From an optimization exercise on the open Yosys and OpenROAD flow, aimed at small area and few clock cycles per item; shortcuts taken in it are not production practice. In this exercise RTL edits were held to simulation tests only and were not proved equivalent to the original. The flow treats the clock pin as an ideal source, which a real chip does not have.

==> v1 <==
==> flow/design.v <==
module FIFO (
    input         clk,
    input         we,
    input  [3:0]  waddr,
    input  [15:0] wdata,
    input  [3:0]  raddr,
    output [15:0] rdata
);
    reg [15:0] mem [15:0];
    always @(posedge clk) begin
        if (we)
            mem[waddr] <= wdata;
    end
    reg [15:0] r;
    integer i;
    always @(*) begin
        r = 16'd0;
        for (i = 0; i < 16; i = i + 1)
            r = r | (mem[i] & {16{raddr == i[3:0]}});
    end
    assign rdata = r;
endmodule
module cdc_sync (
    input   clk_dest,  
    input   rst_dest,  
    input   signal_in, 
    output  signal_out 
);
    reg s1_sync_reg ;
    reg s2_sync_reg ;
    always @(posedge clk_dest or posedge rst_dest) begin
        if (rst_dest) begin
            s1_sync_reg <= 1'b0;
            s2_sync_reg <= 1'b0;
        end
        else begin
            s1_sync_reg <= signal_in;
            s2_sync_reg <= s1_sync_reg;
        end
    end
    assign signal_out = s2_sync_reg;
endmodule
`timescale 1ns / 1ps
module transmitter (
    input          clk_tx,
    input          rst_tx,
    input   [15:0] data_in,
    input          wr_en,
    output         fifo_full,
    output  [15:0] parallel_data_out,
    output         parallel_valid_out,
    input          parallel_ready_in
);
    reg  [4:0] wr_ptr;
    reg  [4:0] rd_ptr;
    reg        not_empty;      
    reg        ready_seen;     
    wire ready_sync;
    cdc_sync sync_ready (
        .clk_dest   (clk_tx),
        .rst_dest   (rst_tx),
        .signal_in  (parallel_ready_in),
        .signal_out (ready_sync)
    );
    wire sent  = ready_sync && !ready_seen && not_empty;
    wire held16 = (wr_ptr == {~rd_ptr[4], rd_ptr[3:0]});
    assign fifo_full          = held16 && !sent;
    assign parallel_valid_out = not_empty && !ready_sync;
    wire write = wr_en && !fifo_full;
    wire [4:0] wr_next = wr_ptr + {4'd0, write};
    wire [4:0] rd_next = rd_ptr + {4'd0, sent};
    FIFO fifo (
        .clk   (clk_tx),
        .we    (write),
        .waddr (wr_ptr[3:0]),
        .wdata (data_in),
        .raddr (rd_ptr[3:0]),
        .rdata (parallel_data_out)
    );
    always @(posedge clk_tx or posedge rst_tx) begin
        if (rst_tx) begin
            wr_ptr     <= 5'd0;
            rd_ptr     <= 5'd0;
            not_empty  <= 1'b0;
            ready_seen <= 1'b0;
        end else begin
            wr_ptr     <= wr_next;
            rd_ptr     <= rd_next;
            not_empty  <= (wr_next != rd_next);
            ready_seen <= ready_sync;
        end
    end
endmodule
`timescale 1ns / 1ps
module Receiver (
    input  wire        clk_rx,
    input  wire        rst_rx,
    output wire [15:0] data_out,
    input  wire        rd_en,
    output wire        fifo_empty,
    input  wire [15:0] parallel_data_in,
    input  wire        parallel_valid_in,
    output wire        parallel_ready_out
);
    reg  [4:0] wr_ptr;      
    reg  [4:0] rd_ptr;      
    reg        taking;      
    reg        armed;       
    wire valid_sync;
    cdc_sync sync_valid (
        .clk_dest   (clk_rx),
        .rst_dest   (rst_rx),
        .signal_in  (parallel_valid_in),
        .signal_out (valid_sync)
    );
    wire [4:0] rd_head = rd_ptr + 5'd1;
    wire       full    = (wr_ptr == {~rd_head[4], rd_head[3:0]});
    assign fifo_empty  = (wr_ptr == rd_head);
    assign parallel_ready_out = valid_sync && armed;
    wire load  = !taking && !full && !parallel_ready_out;
    wire take  = !taking && parallel_ready_out;
    wire read  = rd_en && !fifo_empty;
    wire taking_next = taking ? valid_sync : take;
    FIFO fifo (
        .clk   (clk_rx),
        .we    (load),
        .waddr (wr_ptr[3:0]),
        .wdata (parallel_data_in),
        .raddr (rd_ptr[3:0]),
        .rdata (data_out)
    );
    always @(posedge clk_rx or posedge rst_rx) begin
        if (rst_rx) begin
            wr_ptr <= 5'd0;
            rd_ptr <= 5'h1f;
            taking <= 1'b0;
            armed  <= 1'b0;
        end else begin
            wr_ptr <= wr_ptr + {4'd0, take};
            rd_ptr <= rd_ptr + {4'd0, read};
            taking <= taking_next;
            armed  <= taking_next || load;
        end
    end
endmodule
`timescale 1ns / 1ps
module link_node (
    input  wire        clk,
    input  wire        rst,
    input  wire [15:0] tx_data_in,
    input  wire        tx_wr_en,
    output wire        tx_fifo_full,
    output wire [15:0] tx_parallel_data_out,
    output wire        tx_parallel_valid_out,
    input  wire        tx_parallel_ready_in,
    output wire [15:0] rx_data_out,
    input  wire        rx_rd_en,
    output wire        rx_fifo_empty,
    input  wire [15:0] rx_parallel_data_in,
    input  wire        rx_parallel_valid_in,
    output wire        rx_parallel_ready_out
);
    transmitter u_tx (
        .clk_tx             (clk),
        .rst_tx             (rst),
        .data_in            (tx_data_in),
        .wr_en              (tx_wr_en),
        .fifo_full          (tx_fifo_full),
        .parallel_data_out  (tx_parallel_data_out),
        .parallel_valid_out (tx_parallel_valid_out),
        .parallel_ready_in  (tx_parallel_ready_in)
    );
    Receiver u_rx (
        .clk_rx             (clk),
        .rst_rx             (rst),
        .data_out           (rx_data_out),
        .rd_en              (rx_rd_en),
        .fifo_empty         (rx_fifo_empty),
        .parallel_data_in   (rx_parallel_data_in),
        .parallel_valid_in  (rx_parallel_valid_in),
        .parallel_ready_out (rx_parallel_ready_out)
    );
endmodule
==> flow/flow/run.sh <==
#!/bin/bash
# Own layout flow: the standard ORFS flow (standard.sh) with three changes,
# all made through ORFS's own variables:
#  - synthesis: ORFS's synthesis scripts and the standard flow's synthesis script as they
#    are, run from a copy of ORFS's scripts folder in which abc_speed.script is
#    replaced by flow/abc_speed.script: ABC maps the logic for area (&nf with
#    delay relaxed; the 10 ns clock leaves ample slack) and leaves buffering and
#    sizing to the placer's repair. Registers are untouched (same yosys passes,
#    dfflibmap before abc), so they match the standard synthesis;
#  - BUFFER_PORTS_ARGS: each input and output port still gets its own buffer,
#    as in the standard flow, but a sky130_fd_sc_hd__buf_1;
#  - CTS_ARGS: clock tree synthesis as ORFS runs it, but without dummy loads
#    and with larger sink clusters driven by clkbuf_8/clkbuf_16.
# make's full output goes to flow_make.log in the work folder; ORFS's per-step
# logs are under orfs/logs.
set -euo pipefail
cd "$(dirname "$0")/.."
rm -rf orfs_scripts
cp -r "$FLOW_HOME/scripts" orfs_scripts
cp flow/abc_speed.script orfs_scripts/abc_speed.script
export BUFFER_PORTS_ARGS="-buffer_cell sky130_fd_sc_hd__buf_1"
export CTS_ARGS="-sink_clustering_enable -repair_clock_nets -dont_use_dummy_load -buf_list {sky130_fd_sc_hd__clkbuf_8 sky130_fd_sc_hd__clkbuf_16} -sink_clustering_size 30 -sink_clustering_max_diameter 120"
bash standard.sh finish SCRIPTS_DIR="$PWD/orfs_scripts" > flow_make.log 2>&1
==> flow/flow/abc_speed.script <==
&get -n
&st
&dch
&nf -R 1000 -p
&put
topo
stime -c
==> flow/standard.sh <==
#!/bin/bash
# synth_recipe.tcl (not shown) runs the flow's synth.tcl, then flattens the netlist and writes it again
# the make line also repeats each setting of config.mk as NAME=value (left out here)
make -C /OpenROAD-flow-scripts/flow DESIGN_CONFIG=/design/flow/config.mk WORK_HOME=/design/flow/orfs CLKGATE_MAP_FILE= SYNTH_SCRIPT=/design/flow/synth_recipe.tcl "${@:-finish}"
==> flow/config.mk <==
export PLATFORM = sky130hd
export DESIGN_NAME = link_node
export DESIGN_NICKNAME = link_node
export VERILOG_FILES = /design/flow/design.v
export SDC_FILE = /design/flow/constraint.sdc
export NUM_CORES = 4
export LEC_CHECK = 0
export CAP_MARGIN = 20
export CORE_MARGIN = 2
export CORE_UTILIZATION = 80
export PLACE_DENSITY = 0.88
export SLEW_MARGIN = 20
==> flow/constraint.sdc <==
create_clock -name core_clock -period 10.0 [get_ports {clk}]
set_input_delay 2.0000 -clock core_clock [delete_from_list [all_inputs] [get_ports {clk}]]
set_output_delay 2.0000 -clock core_clock [all_outputs]
set_load 0.01 [all_outputs]
==> inputs of v10, as changes to v1 <==
--- a/flow/design.v
+++ b/flow/design.v
@@ -3,7 +3,7 @@
     input         we,
     input  [3:0]  waddr,
     input  [15:0] wdata,
-    input  [3:0]  raddr,
+    input  [15:0] rsel,
     output [15:0] rdata
 );
     reg [15:0] mem [15:0];
@@ -16,7 +16,7 @@
     always @(*) begin
         r = 16'd0;
         for (i = 0; i < 16; i = i + 1)
-            r = r | (mem[i] & {16{raddr == i[3:0]}});
+            r = r | (mem[i] & {16{rsel[i]}});
     end
     assign rdata = r;
 endmodule
@@ -51,8 +51,9 @@
     output         parallel_valid_out,
     input          parallel_ready_in
 );
-    reg  [4:0] wr_ptr;
-    reg  [4:0] rd_ptr;
+    reg  [3:0] wr_ptr;         
+    reg [15:0] rd_sel;         
+    reg  [4:0] count;          
     reg        not_empty;      
     reg        ready_seen;     
     wire ready_sync;
@@ -62,31 +63,32 @@
         .signal_in  (parallel_ready_in),
         .signal_out (ready_sync)
     );
-    wire sent  = ready_sync && !ready_seen && not_empty;
-    wire held16 = (wr_ptr == {~rd_ptr[4], rd_ptr[3:0]});
-    assign fifo_full          = held16 && !sent;
+    wire sent = ready_sync && !ready_seen && not_empty;
+    assign fifo_full          = count[4] && !sent;
     assign parallel_valid_out = not_empty && !ready_sync;
     wire write = wr_en && !fifo_full;
-    wire [4:0] wr_next = wr_ptr + {4'd0, write};
-    wire [4:0] rd_next = rd_ptr + {4'd0, sent};
+    wire [4:0] count_next = count + {4'd0, write} - {4'd0, sent};
     FIFO fifo (
         .clk   (clk_tx),
         .we    (write),
-        .waddr (wr_ptr[3:0]),
+        .waddr (wr_ptr),
         .wdata (data_in),
-        .raddr (rd_ptr[3:0]),
+        .rsel  (rd_sel),
         .rdata (parallel_data_out)
     );
     always @(posedge clk_tx or posedge rst_tx) begin
         if (rst_tx) begin
-            wr_ptr     <= 5'd0;
-            rd_ptr     <= 5'd0;
+            wr_ptr     <= 4'd0;
+            rd_sel     <= 16'd1;
+            count      <= 5'd0;
             not_empty  <= 1'b0;
             ready_seen <= 1'b0;
         end else begin
-            wr_ptr     <= wr_next;
-            rd_ptr     <= rd_next;
-            not_empty  <= (wr_next != rd_next);
+            wr_ptr     <= wr_ptr + {3'd0, write};
+            if (sent)
+                rd_sel <= {rd_sel[14:0], rd_sel[15]};
+            count      <= count_next;
+            not_empty  <= (count_next != 5'd0);
             ready_seen <= ready_sync;
         end
     end
@@ -102,8 +104,9 @@
     input  wire        parallel_valid_in,
     output wire        parallel_ready_out
 );
-    reg  [4:0] wr_ptr;      
-    reg  [4:0] rd_ptr;      
+    reg  [3:0] wr_ptr;      
+    reg [15:0] rd_sel;      
+    reg  [4:0] count;       
     reg        taking;      
     reg        armed;       
     wire valid_sync;
@@ -113,9 +116,8 @@
         .signal_in  (parallel_valid_in),
         .signal_out (valid_sync)
     );
-    wire [4:0] rd_head = rd_ptr + 5'd1;
-    wire       full    = (wr_ptr == {~rd_head[4], rd_head[3:0]});
-    assign fifo_empty  = (wr_ptr == rd_head);
+    wire full         = count[4];
+    assign fifo_empty = (count == 5'd0);
     assign parallel_ready_out = valid_sync && armed;
     wire load  = !taking && !full && !parallel_ready_out;
     wire take  = !taking && parallel_ready_out;
@@ -124,20 +126,23 @@
     FIFO fifo (
         .clk   (clk_rx),
         .we    (load),
-        .waddr (wr_ptr[3:0]),
+        .waddr (wr_ptr),
         .wdata (parallel_data_in),
-        .raddr (rd_ptr[3:0]),
+        .rsel  (rd_sel),
         .rdata (data_out)
     );
     always @(posedge clk_rx or posedge rst_rx) begin
         if (rst_rx) begin
-            wr_ptr <= 5'd0;
-            rd_ptr <= 5'h1f;
+            wr_ptr <= 4'd0;
+            rd_sel <= 16'h8000;
+            count  <= 5'd0;
             taking <= 1'b0;
             armed  <= 1'b0;
         end else begin
-            wr_ptr <= wr_ptr + {4'd0, take};
-            rd_ptr <= rd_ptr + {4'd0, read};
+            wr_ptr <= wr_ptr + {3'd0, take};
+            if (read)
+                rd_sel <= {rd_sel[14:0], rd_sel[15]};
+            count  <= count + {4'd0, take} - {4'd0, read};
             taking <= taking_next;
             armed  <= taking_next || load;
         end
==> flow/flow/run.sh (replaced) <==
#!/bin/bash
# Own layout flow: the standard ORFS flow (standard.sh, standard synthesis
# unchanged) with two changes made through ORFS's own variables:
#  - BUFFER_PORTS_ARGS: each input and output port still gets its own buffer,
#    as in the standard flow, but a sky130_fd_sc_hd__buf_1;
#  - CTS_ARGS: clock tree synthesis as ORFS runs it, but without dummy loads
#    and with larger sink clusters driven by clkbuf_8/clkbuf_16.
# make's full output goes to flow_make.log in the work folder; ORFS's per-step
# logs are under orfs/logs.
set -euo pipefail
cd "$(dirname "$0")/.."
export BUFFER_PORTS_ARGS="-buffer_cell sky130_fd_sc_hd__buf_1"
export CTS_ARGS="-sink_clustering_enable -repair_clock_nets -dont_use_dummy_load -buf_list {sky130_fd_sc_hd__clkbuf_8 sky130_fd_sc_hd__clkbuf_16} -sink_clustering_size 30 -sink_clustering_max_diameter 120"
bash standard.sh finish > flow_make.log 2>&1
removed: flow/flow/abc_speed.script
==> impl_metrics.tcl <==
set metrics [dict create \
    outcome "no timing/DRC/antenna violations" \
    placementRows 57 \
    min_from "u_tx.sync_ready.s1_sync_reg" \
    ff_latch_area_um2 16100 \
    fp.dieH_um 160 \
    place_hpwl_um 27200 \
    multi_input_gates 489 \
    whs_endpoint "u_tx.sync_ready.s2_sync_reg" \
    p_clk_mw 0.984 \
    comb_power_share 0.311 \
    seq_share 0.756 \
    yosysUniqueCellTypes 31 \
    syn_area_um2 19500 \
    drive_above_1_share 0.0889 \
    fmax_ghz 0.154 \
    fin_ws_ns 3.49 \
    detail_route.wl_per_cell_um 31.9 \
]
The numbers above come from v1.

==> impl_metrics.tcl <==
set metrics [dict create \
    fin_ws_ns 5.49 \
    drive_above_1_share 0.0984 \
    outcome "no timing/DRC/antenna violations" \
    ff_latch_area_um2 16800 \
    placementRows 58 \
    comb_power_share 0.100 \
    syn_area_um2 20700 \
    place_hpwl_um 26700 \
    seq_share 0.766 \
    fmax_ghz 0.222 \
    yosysUniqueCellTypes 35 \
    p_clk_mw 1.02 \
    fp.dieH_um 165 \
]
The numbers above come from v10.

Testbench counts of v1, summed over its fixed seeds: cycles 4,080, items 1,024.
Testbench counts of v10, summed over its fixed seeds: cycles 4,080, items 1,024.

[afterwards: timing with drivers on the ports]
The results above use ideal ports. As a check the final layouts listed here were re-extracted and re-timed, cells and wires unchanged. Step 1: set_driving_cell puts a clkbuf_16 on clk and a buf_2 on each other input, an assumption about the parent block. Step 2 adds t to the input delays and takes it off the output delays; t is the mean of the earliest and latest rising clock arrival at the registers after step 1. Input paths then give back, and output paths get back, about the clock's delay inside the block. a / b / c = no drivers / after step 1 / after step 2; a / b = the first two.
run	shift t [ns]	slack for setup (ns)	cell pins on the clock port's net
v1	0.587	3.492 / 3.442 / 4.028	1
v10	0.593	5.492 / 5.442 / 5.732	1
After both steps every run listed still meets setup and hold.
